From an optimization exercise on the open Yosys and OpenROAD flow, aimed at small area; shortcuts taken in it are not production practice. Function was checked by simulation only, so behaviour that the tests miss may differ from the original. No activity file was given, so power comes from the tool's default toggle rates.

--- flow/run.sh ---
#!/bin/bash
# synth_recipe.tcl (not shown) runs the flow's synth.tcl, then flattens the netlist and writes it again
# the make line also repeats each setting of config.mk as NAME=value (left out here)
make -C /OpenROAD-flow-scripts/flow DESIGN_CONFIG=/design/flow/config.mk WORK_HOME=/design/flow/orfs CLKGATE_MAP_FILE= SYNTH_SCRIPT=/design/flow/synth_recipe.tcl finish
--- flow/config.mk ---
export PLATFORM = sky130hd
export DESIGN_NAME = display
export DESIGN_NICKNAME = display
export VERILOG_FILES = /design/flow/design.v
export SDC_FILE = /design/flow/constraint.sdc
export NUM_CORES = 4
export LEC_CHECK = 0
export CAP_MARGIN = 20
export CORE_MARGIN = 2
export CORE_UTILIZATION = 40
export SLEW_MARGIN = 20
--- flow/constraint.sdc ---
create_clock -name core_clock -period 20.0 [get_ports {clk}]
set_input_delay 4.0000 -clock core_clock [delete_from_list [all_inputs] [get_ports {clk}]]
set_output_delay 4.0000 -clock core_clock [all_outputs]
set_load 0.01 [all_outputs]
--- flow/design.v ---
module display(clk,rst_n,rst_n1,hex1,hex2,hex3,hex4,hex5,hex6,add_in,sub_in,model_in);
	input clk;
	input rst_n;
	input rst_n1;
	output reg [6:0] hex1,hex2,hex3,hex4,hex5,hex6;
	input  add_in,sub_in,model_in;
	reg [3:0] out1,out2,out3,out4,out5,out6;
	reg [12:0] cnt;
	reg [3:0]temp1,temp2,temp3,temp4,temp5,temp6;
	reg model;
	always@(posedge clk or negedge rst_n)
	if(rst_n==1'b0)
		cnt<=13'd0;
	else if(cnt==13'd4_999)
		cnt<=13'd0;
	else
		cnt<=cnt+1'b1;
	reg[6:0] cnt1;
   always @(posedge clk or negedge rst_n)
   if(!rst_n) 
		cnt1 <= 7'd0;
	else if(cnt1== 7'd99)
		cnt1<=7'd0;
   else 
		cnt1 <= cnt1 + 1'b1;
	reg[5:0] cnt3;
   always @(posedge clk or negedge rst_n)
   if(!rst_n) 
		cnt3 <= 6'd0;
	else if(cnt3== 6'd4)
		cnt3<=6'd0;
   else 
		cnt3 <= cnt1 + 1'b1;
   reg[2:0] pin_status;
   always @(posedge clk or negedge rst_n)
   if(!rst_n) 
		pin_status <= 3'b111;
   else if(cnt1 == 7'd99) 
		pin_status <= {add_in,sub_in,model_in};
   reg[2:0] pin_status_r;
   always @(posedge clk or negedge rst_n)
   if(!rst_n) 
		pin_status_r <= 3'b111;
   else 
		pin_status_r <= pin_status;
   wire[2:0]  pin_status_ctrl;
   assign pin_status_ctrl = pin_status_r & (~pin_status);
	reg[1:0] Time_model;
	always @(posedge clk or negedge rst_n)
   if(!rst_n) 
		Time_model <= 2'b00;
   else if(pin_status_ctrl[0]) 
   begin
      if(Time_model == 2'b11)
          Time_model <= 2'b00;
      else
			 Time_model <= Time_model + 1'b1;
   end
	always @(posedge clk or negedge rst_n)
	if(!rst_n)
	begin
		out1<=4'b0000;
		out2<=4'b0000;
		out3<=4'b0000;
		out4<=4'b0000;
		out5<=4'b0000;
		out6<=4'b0000;
		temp1<=4'b0000;
		temp2<=4'b0000;
		temp3<=4'b0000;
		temp4<=4'b0000;
		temp5<=4'b0000;
		temp6<=4'b0000;
	end
	else
	begin
		case(Time_model)
			2'b00:
			begin
				model<=1'b1;
				if(cnt==13'd4_999)
				begin
					out1<=out1+1'b1;
					if(out1==4'b1001)
					begin
						out1<=4'b0000;
						out2<=out2+1'b1;
						if(out2==4'b0101)
						begin
							out2<=4'b0000;
							out3<=out3+4'b1;
							if(out3==4'b1001)
							begin
								out3<=4'b0000;
								out4<=out4+1'b1;
								if(out4==4'b0101)
								begin
									out4<=4'b0000;
									if(out6==4'b0010)
									begin
										if(out5==4'b0011)
										begin
											out5<=4'b0000;
											out6<=4'b0000;
										end
										else
										begin
											out5<=out5+1'b1;
										end
									end
									else
									begin
										out5<=out5+1'b1;
										if(out5==4'b1000)
										begin
											out5<=4'b0000;
											out6<=out6+1'b1;
										end
									end
								end
							end
						end
					end
				end
			end
			2'b01:
			begin
				model<=1'b1;
				out3<=out3;
				out4<=out4;
				if(pin_status_ctrl[2])
				begin
					out3<=out3+1'b1;
					if(out3==4'b1001)
					begin
						out4<=out4+1'b1;
						out3<=4'b0000;
						if(out4==4'b0101)
							out4<=4'b0000;
					end	
				end
				else if(pin_status_ctrl[1])
				begin
					out3<=out3-1'b1;
					if(out3==4'b0000)
					begin
						out3<=4'b1001;
						out4<=out4-1'b1;
						if(out4==4'b0000)
							out4<=4'b0101;
					end	
				end
			end
			2'b10:
			begin
			model<=1'b1;
			out5<=out5;
			out6<=out6;
			if(pin_status_ctrl[2])
				begin
					if(out6==4'b0010)
					begin
						if(out5==4'b0011)
						begin
							out6<=4'b0000;
							out5<=4'b0000;
						end
						else
							out5<=out5+1'b1;
					end
					else
					begin
						out5<=out5+1'b1;
						if(out5==4'b1001)
						begin
							out5<=4'b0000;
							out6<=out6+1'b1;
						end						
					end	
				end
				else if(pin_status_ctrl[1])
				begin
					if(out6==4'b0000)
					begin
						out5<=out5-1'b1;
						if(out5==4'b0000)
						begin
							out6<=4'b0010;
							out5<=4'b0011;
						end
					end
					else
					begin
						out5<=out5-1'b1;
						if(out5==4'b0000)
						begin
							out5<=4'b1001;
							out6<=out6-1'b1;
						end
					end
				end
		   end
			2'b11:
			begin
				model<=1'b0;
				if(cnt==13'd4_999)
				begin
					out1<=out1+1'b1;
					if(out1==4'b1001)
					begin
						out1<=4'b0000;
						out2<=out2+1'b1;
						if(out2==4'b0101)
						begin
							out2<=4'b0000;
							out3<=out3+4'b1;
							if(out3==4'b1001)
							begin
								out3<=4'b0000;
								out4<=out4+1'b1;
								if(out4==4'b0101)
								begin
									out4<=4'b0000;
									if(out6==4'b0010)
									begin
										if(out5==4'b0011)
										begin
											out5<=4'b0000;
											out6<=4'b0000;
										end
										else
										begin
											out5<=out5+1'b1;
										end
									end
									else
									begin
										out5<=out5+1'b1;
										if(out5==4'b1000)
										begin
											out5<=4'b0000;
											out6<=out6+1'b1;
										end
									end
								end
							end
						end
					end
				end
				if(!rst_n1)
				begin
					temp1<=temp1;
					temp2<=temp2;
				   temp3<=temp3;
					temp4<=temp4;
					temp5<=temp5;
					temp6<=temp6;
					if(pin_status_ctrl[2])
					begin
						temp1<=4'b0000;
					   temp2<=4'b0000;
						temp3<=4'b0000;
						temp4<=4'b0000;
						temp5<=4'b0000;
						temp6<=4'b0000;
					end
				end
				else
				begin
				if(cnt3== 6'd4)
				begin
					temp1<=temp1+1'b1;
					if(temp1==4'b1001)
					begin
						temp1<=4'b0000;
						temp2<=temp2+1'b1;
						if(temp2==4'b1001)
						begin
							temp2<=4'b0000;
							temp3<=temp3+1'b1;
							if(temp3==4'b1001)
							begin
								temp3<=4'b0000;
								temp4<=temp4+1'b1;
								if(temp4==4'b0101)
								begin
									temp4<=4'b0000;
									temp5<=temp5+1'b1;
									if(temp5==4'b1001)
									begin
										temp5<=4'b0000;
										temp6<=temp5+1'b1;
										if(temp6==4'b0101)
										begin
											out6<=4'b0000;
										end
									end
								end
							end
						end
					end
				end
			end
		end
		endcase
	end
   reg[3:0]tmp1,tmp2,tmp3,tmp4,tmp5,tmp6;	
	always@*
	begin
		if(model==1'b1)
		begin
			tmp1<=out1;
			tmp2<=out2;
			tmp3<=out3;
			tmp4<=out4;
			tmp5<=out5;
			tmp6<=out6;
		end
		else
		begin
			tmp1<=temp1;
			tmp2<=temp2;
			tmp3<=temp3;
			tmp4<=temp4;
			tmp5<=temp5;
			tmp6<=temp6;
		end
	end
	always@*
	begin
		case(tmp1)
			4'b0000: hex1[6:0]=7'b0000001;
			4'b0001: hex1[6:0]=7'b1001111;
			4'b0010: hex1[6:0]=7'b0010010;
			4'b0011: hex1[6:0]=7'b0000110;
			4'b0100: hex1[6:0]=7'b1001100;
			4'b0101: hex1[6:0]=7'b0100100;
			4'b0110: hex1[6:0]=7'b0100000;
			4'b0111: hex1[6:0]=7'b0001111;
			4'b1000: hex1[6:0]=7'b0000000;
			4'b1001: hex1[6:0]=7'b0000100;
			default: hex1[6:0]=7'b1111111;
		endcase
	end
	always@*
	begin
		case(tmp2)
			4'b0000: hex2[6:0]=7'b0000001;
			4'b0001: hex2[6:0]=7'b1001111;
			4'b0010: hex2[6:0]=7'b0010010;
			4'b0011: hex2[6:0]=7'b0000110;
			4'b0100: hex2[6:0]=7'b1001100;
			4'b0101: hex2[6:0]=7'b0100100;
			4'b0110: hex2[6:0]=7'b0100000;
			4'b0111: hex2[6:0]=7'b0001111;
			4'b1000: hex2[6:0]=7'b0000000;
			4'b1001: hex2[6:0]=7'b0000100;
			default: hex2[6:0]=7'b1111111;
		endcase
	end
	always@*
	begin
		case(tmp3)
			4'b0000: hex3[6:0]=7'b0000001;
			4'b0001: hex3[6:0]=7'b1001111;
			4'b0010: hex3[6:0]=7'b0010010;
			4'b0011: hex3[6:0]=7'b0000110;
			4'b0100: hex3[6:0]=7'b1001100;
			4'b0101: hex3[6:0]=7'b0100100;
			4'b0110: hex3[6:0]=7'b0100000;
			4'b0111: hex3[6:0]=7'b0001111;
			4'b1000: hex3[6:0]=7'b0000000;
			4'b1001: hex3[6:0]=7'b0000100;
			default: hex3[6:0]=7'b1111111;
		endcase
	end
	always@*
	begin
		case(tmp4)
			4'b0000: hex4[6:0]=7'b0000001;
			4'b0001: hex4[6:0]=7'b1001111;
			4'b0010: hex4[6:0]=7'b0010010;
			4'b0011: hex4[6:0]=7'b0000110;
			4'b0100: hex4[6:0]=7'b1001100;
			4'b0101: hex4[6:0]=7'b0100100;
			4'b0110: hex4[6:0]=7'b0100000;
			4'b0111: hex4[6:0]=7'b0001111;
			4'b1000: hex4[6:0]=7'b0000000;
			4'b1001: hex4[6:0]=7'b0000100;
			default: hex4[6:0]=7'b1111111;
		endcase
	end
	always@*
	begin
		case(tmp5)
			4'b0000: hex5[6:0]=7'b0000001;
			4'b0001: hex5[6:0]=7'b1001111;
			4'b0010: hex5[6:0]=7'b0010010;
			4'b0011: hex5[6:0]=7'b0000110;
			4'b0100: hex5[6:0]=7'b1001100;
			4'b0101: hex5[6:0]=7'b0100100;
			4'b0110: hex5[6:0]=7'b0100000;
			4'b0111: hex5[6:0]=7'b0001111;
			4'b1000: hex5[6:0]=7'b0000000;
			4'b1001: hex5[6:0]=7'b0000100;
			default: hex5[6:0]=7'b1111111;
		endcase
	end
	always@*
	begin
		case(tmp6)
			4'b0000: hex6[6:0]=7'b0000001;
			4'b0001: hex6[6:0]=7'b1001111;
			4'b0010: hex6[6:0]=7'b0010010;
			4'b0011: hex6[6:0]=7'b0000110;
			4'b0100: hex6[6:0]=7'b1001100;
			4'b0101: hex6[6:0]=7'b0100100;
			4'b0110: hex6[6:0]=7'b0100000;
			4'b0111: hex6[6:0]=7'b0001111;
			4'b1000: hex6[6:0]=7'b0000000;
			4'b1001: hex6[6:0]=7'b0000100;
			default: hex6[6:0]=7'b1111111;
		endcase
	end
endmodule 
==> run summary <==
aggregate global routing overflow 0; cell with the most instances after synthesis dfrtp_1; total number of vias 5375; largest net degree at the start of global routing 44; post-CTS sizing 0; area grow syn2layout 14.7%; drt total wl 15000 um; ys async rst share 98.8%; Clock Path Buffers 2; RePlAce Congestion 0.906; Starting DRT DRC Count 332; number of buffers and inverters on the critical path 3; initial core utilization 40.7%; final net count 832; fillcell total 1500; setup ws final 12.74 ns; post-synthesis instance total 732; remaining antenna violation count 0; Worst-Margin Slew 0.880 ns; sw frac 23.8%; flop2flop setup slack 17.46 ns; DR WL/cell 15.2 um; clk slew on worst S/H paths 0.07 ns; # diodes 0; Worst EP required 16.00 ns; min Tclk post-route 7.26 ns; Flop pwr share 47.2%; clock network power share 49.2%; Worst setup startpoint model; # rows 46; Setup TNS 0 ns; clock buffer count from CTS 9; Ports 48; top cells by count, synth dfrtp_1 (76), nand2_1 (64), ha_1 (58); worst skew pair latency 0.35 ns; Largest regs cnt: 13 flops, cnt1: 7 flops, cnt3: 6 flops; RSZ-0062 raised after global routing false; number of cells on the critical path 7; Final Power 0.000356 W; die area 17100 sq um; vias per std cell 5.43; drt drc 0; Seq/Total Area, Yosys 32.4%; Clk Tree Root Cell clkbuf_16; first-pass GRT wire length 25200 um; P_int 0.000272 W; Worst Setup End Kind primary output; placed insts 973; critical path data arrival time 3.26 ns; Die Height 131 um; Peak VDD IR 0.0000724 V; FF-to-FF path depth 7; sw power 0.0000848 W; Critical Path End hex4[2]; synth top area cells dfrtp_1 (30%), ha_1 (11%), mux2i_1 (6.4%), a21oi_1 (4.0%), o21ai_0 (4.0%); Syn Nets 796; Ys Warns 1; core footprint 15800 sq um; status complete, no violations; Layout Skew 0.0135 ns; initial antenna violation count 0; Largest stage delay, worst path 0.67 ns; startpoint types flop; Cell Chain, Critical Path buf_4 > mux2i_1 > inv_1 > ha_1 > mux2_2 > a21oi_1 > clkdlybuf4s50_1; pre-CTS setup slack 13.12 ns; CP top delay family buffers and inverters; Yosys top cell area share 29.5%; Avg Inst Size Synth 8.80 sq um; FF-to-FF End out6[2]; vias in the first global route 5178; Worst R2R Start out5[0]; count of unique library cells instantiated by Yosys 74; Post-Layout Cell Count 989; FF+latch count, synth 83; Post-synth EDFFs 1; Post-DP HPWL 11100 um; leakage power 3.35 nW; Slew Viols, Final 0; GRT Util Overall 18.4%; Core Util, Final 46.7%; clock net sink count 83; total count of hold-check failures in the final report 0; HP Class flop to flop; TritonCTS clock tree yes; ys flop type dfrtp_1; Max Fclk 138 MHz; fin crit share 36.3%; Slew Limit Headroom 40.9%; Mapped Area 6440 sq um; drt pass-1 iters 5; pwr dens 48.3 nW/um^2; max capacitance violation total 0; cts-stage hold buffer count 0; Post-CTS Setup Inserts 0; fraction of layout cells with a size suffix above 1 8.54%; number of port buffers 47; Comb pwr share 3.5%; critical path class flop to primary output; endpoints failing setup 0; max FFs per register 13; Crit Path Max Fanout 17; Worst path slowest cell edfxtp_1; Die X 131 um; Top reg by flops cnt; H-tree levels 3; Synth area leader dfrtp_1
metal layers:
| metal | track usage, % | share of wire (%) | up-vias |
|---|---|---|---|
| met4 | 3.82 | 0.63 | 0 |
| met2 | 30.3 | 48 | 102 |
| met1 | 25.1 | 48 | 2576 |
| met5 | 0 | 0 | - |
| met3 | 3.99 | 3.7 | 8 |
| li1 | - | - | 2689 |
per-stage QoR:
step                cell area [sq um]  hold slack (ns)
detailed placement               7080            0.367
finish                           7390            0.365
CTS                              7390            0.367
global route                     7390            0.370
global placement                 7080            0.366
floorplan                        6440            0.358
cells in the final DEF (no fill, tap or decap), types with 3 or more instances in the layout:
master and instances:
a211oi_1 5, a21o_1 5, a21oi_1 52, a22oi_1 3
a31o_2 3, a31oi_1 3, a32oi_1 3, and2_1 13
and3_1 7, and4_1 6, buf_4 5, clkbuf_16 9
clkdlybuf4s50_1 46, dfrtp_1 76, dfstp_2 6, ha_1 58
inv_1 48, mux2_2 15, mux2i_1 41, nand2_1 64
nand2b_1 13, nand3_1 31, nand3b_1 6, nand4_1 10
nor2_1 56, nor2b_1 6, nor3_1 11, nor3b_1 3
nor4_1 3, nor4b_1 3, o211ai_1 4, o21ai_0 52
o31ai_1 15, o41ai_1 4, or3_1 7, or3b_2 3
xnor2_1 15, xor2_1 9
power groups by stage:
stage	registers, W	clock network, W	logic [W]
2_1_floorplan	0.000171	0	0.00000561
3_3_place_gp	0.000172	0	0.0000127
5_1_grt	0.000168	0.000187	0.0000144
6_report	0.000168	0.000175	0.0000126
4_1_cts	0.000168	0.000180	0.0000131
3_5_place_dp	0.000172	0	0.0000130
kinds of logic (layout without fill, tap and decap cells):
logic type | after synthesis | in the layout | share of synthesized area (%)
xor gates and xnor gates | 24 | 24 | 3.26
AOI/OAI and AO/OA | 174 | 174 | 17.0
adders and majority gates | 58 | 58 | 11.3
and+or+nand+nor | 263 | 263 | 22.2
buffers and inverters | 74 | 115 | 4.78
muxes | 56 | 56 | 9.00
DFF | 83 | 83 | 32.4
area by class of cell:
type,instances,area [sq um],area share (%)
flip-flops and latches,83,2090,28.3
well taps,216,270,3.66
repair buffers,51,498,6.74
inverters,48,180,2.44
clock buffers,9,225,3.05
clock inverters,7,82.6,1.12
multi-input cells,575,4040,54.7
worst min path at each step:
stage / start / end / slack [ns] / depth (start not counted)
2_1_floorplan: pin_status[0] / pin_status_r[0] / 0.36 / 0
3_3_place_gp: pin_status[0] / pin_status_r[0] / 0.37 / 0
3_5_place_dp: pin_status[0] / pin_status_r[0] / 0.37 / 0
4_1_cts: pin_status[0] / pin_status_r[0] / 0.37 / 0
5_1_grt: pin_status[0] / pin_status_r[0] / 0.37 / 0
6_report: pin_status[0] / pin_status_r[0] / 0.36 / 0

port drivers added, routing unchanged:
Ports are ideal in the flow. The routed layout listed here was re-timed in OpenROAD. Step 1 assumes that a clkbuf_16 drives the clock port and a buf_2 every other input. Step 2 also shifts input and output timing later by t, the mid clock arrival at the registers, as if the neighbouring blocks saw the same clock. Slacks: ideal / step 1 / step 2; pairs: ideal / step 1.
shift t [ns]: 0.387
slack for setup (ns): 12.743 / 12.704 / 13.091
worst hold slack (ns): 0.365 / 0.365 / 0.365
worst register clock-pin slew, ns: 0.07 / 0.07
After both steps setup and hold are still met in this run. The setup slack of this run moves by -0.039 ns with the drivers and by +0.348 ns with both steps.
